Background: an optimization exercise with open tools, aiming at small area. Do not read the settings as production practice.
The RTL was checked by simulation tests, not by an equivalence proof against the original design.
No activity file was given, so power comes from the tool's default toggle rates.

==> inputs of v4 <==
==> flow/design.v (excerpt) <==
module Test_Pattern_Generator #(
  parameter VIDEO_WIDTH = 3,
  parameter H_VISIBLE = 640,
  parameter V_VISIBLE = 480
) (
  input         i_clk,
  input         i_rst,
  input [3:0]   i_pattern,
  input [9:0]   i_hpos,
  input [9:0]   i_vpos,
  input         i_visible,
  input         i_frame_strobe,
  output reg [2:0] o_red_video,
  output reg [2:0] o_grn_video,
  output reg [2:0] o_blu_video
);
  wire [2:0] pattern_red[0:15];
  wire [2:0] pattern_grn[0:15];
  wire [2:0] pattern_blu[0:15];
  assign pattern_red[0] = 0;
  assign pattern_grn[0] = 0;
  assign pattern_blu[0] = 0;
  assign pattern_red[1] = {3{1'b1}};
  assign pattern_grn[1] = 0;
  assign pattern_blu[1] = 0;
  assign pattern_red[2] = 0;
  assign pattern_grn[2] = {3{1'b1}};
  assign pattern_blu[2] = 0;
  assign pattern_red[3] = 0;
  assign pattern_grn[3] = 0;
  assign pattern_blu[3] = {3{1'b1}};
  localparam BAR_WIDTH = H_VISIBLE/8;
  wire [2:0] w_bar =
    i_hpos < BAR_WIDTH*1 ? 3'd0 :
    i_hpos < BAR_WIDTH*2 ? 3'd1 :
    i_hpos < BAR_WIDTH*3 ? 3'd2 :
    i_hpos < BAR_WIDTH*4 ? 3'd3 :
    i_hpos < BAR_WIDTH*5 ? 3'd4 :
    i_hpos < BAR_WIDTH*6 ? 3'd5 :
    i_hpos < BAR_WIDTH*7 ? 3'd6 :
    i_hpos < BAR_WIDTH*8 ? 3'd7 : 3'd0;
  assign pattern_red[4] = {3{~w_bar[1]}};
  assign pattern_grn[4] = {3{~w_bar[2]}};
  assign pattern_blu[4] = {3{~w_bar[0]}};
  localparam BORDER_WIDTH = 8;
  wire [2:0] w_border =
    ((i_hpos < BORDER_WIDTH) || (i_hpos > (H_VISIBLE - BORDER_WIDTH - 1)) ||
     (i_vpos < BORDER_WIDTH) || (i_vpos > (V_VISIBLE - BORDER_WIDTH - 1))) ? 3'd3 : 3'd0;
  assign pattern_red[5] = w_border;
  assign pattern_grn[5] = w_border;
  assign pattern_blu[5] = w_border;
  assign pattern_red[6] = {3{(((i_hpos&7)==0) || ((i_vpos&7)==0))}};
  assign pattern_grn[6] = {3{i_vpos[4]}};
  assign pattern_blu[6] = {3{i_hpos[4]}};
  ...
==> flow/config.mk <==
export PLATFORM = sky130hd
export DESIGN_NAME = Test_Pattern_Generator
export DESIGN_NICKNAME = Test_Pattern_Generator
export VERILOG_FILES = /design/flow/design.v
export SDC_FILE = /design/flow/constraint.sdc
export NUM_CORES = 4
export LEC_CHECK = 0
export ABC_AREA = 1
export CAP_MARGIN = 20
export CORE_MARGIN = 2
export CORE_UTILIZATION = 30
export PLACE_DENSITY = 0.45
export SLEW_MARGIN = 20
export SYNTH_MEMORY_MAX_BITS = 32768
==> flow/constraint.sdc <==
create_clock -name core_clock -period 40.0 [get_ports {i_clk}]
set_input_delay 8.0000 -clock core_clock [delete_from_list [all_inputs] [get_ports {i_clk}]]
set_output_delay 8.0000 -clock core_clock [all_outputs]
set_load 0.01 [all_outputs]
run.sh (not shown) runs the stock make flow with config.mk's settings and CLKGATE_MAP_FILE= SYNTH_SCRIPT=/design/flow/synth_recipe.tcl, a recipe that flattens the netlist after the stock synthesis.
==> v33 (differences from v4) <==
--- a/flow/config.mk
+++ b/flow/config.mk
@@ -5,7 +5,6 @@
 export SDC_FILE = /design/flow/constraint.sdc
 export NUM_CORES = 4
 export LEC_CHECK = 0
-export ABC_AREA = 1
 export CAP_MARGIN = 20
 export CORE_MARGIN = 2
 export CORE_UTILIZATION = 30
==> qor summary <==
Run status: v33 timing/DRC/antenna clean; v4 timing/DRC/antenna clean
Count of buffer and inverter cells on the critical path: v33 5; v4 7
Sw frac: v33 0.642; v4 0.641
Pre-CTS worst setup slack: v33 26410 ps; v4 27550 ps
Floorplan die area: v33 30600 sq um; v4 28200 sq um
Power in combinational cells: v33 0.257 mW; v4 0.197 mW
Combined area of the multi-input logic cells: v33 7590 sq um; v4 6630 sq um
Initial core utilization: v33 0.305; v4 0.303
Post-route minimum period: v33 13640 ps; v4 12300 ps
Post-synth top area share: v33 0.0827; v4 0.259
Fraction of standard cell area in multi-input logic: v33 0.807; v4 0.755
Grt met3 use: v33 0.0894; v4 0.0766
Wire length on met2: v33 21800 um; v4 21800 um
Number of placed instances with taps included: v33 1722; v4 1939
Stages on worst setup path: v33 14; v4 22
CP Max Fanout: v33 50; v4 16
Core footprint: v33 28800 sq um; v4 26700 sq um
Number of cell rows: v33 62; v4 60
Nets@finish: v33 1431; v4 1691
Global Route Usage Sum: v33 0.335; v4 0.353
Post-synthesis instance area: v33 8780 sq um; v4 8070 sq um
Largest net degree at the start of global routing: v33 57; v4 72
Total wire length after detailed routing: v33 53300 um; v4 51000 um
Critical path launch point: v33 i_hpos[2]; v4 i_hpos[0]
Die extent in x: v33 175 um; v4 168 um

==> what the ideal ports hide <==
The flow's constraints put no driver on any port. The routed layouts listed below were extracted and timed again, unchanged, in two steps.
Step 1 assumes that a clkbuf_16 drives the clock port and a buf_2 every other input.
Step 2 also shifts input and output timing later by t, the mid clock arrival at the registers, as if the neighbouring blocks saw the same clock.
Slacks: ideal / step 1 / step 2; pairs: ideal / step 1.
| run | shift t [ns] | slack for setup (ns) | latest minus earliest clock arrival (ns) |
|---|---|---|---|
| v4 | 0.304 | 27.697 / 27.706 / 27.402 | 0.004 / 0.005 |
| v33 | 0.302 | 26.361 / 26.366 / 26.064 | 0.006 / 0.006 |
After both steps setup and hold are still met in every run listed. The setup slack of v33, which loses most, moves by +0.005 ns with the drivers and by -0.297 ns with both steps.
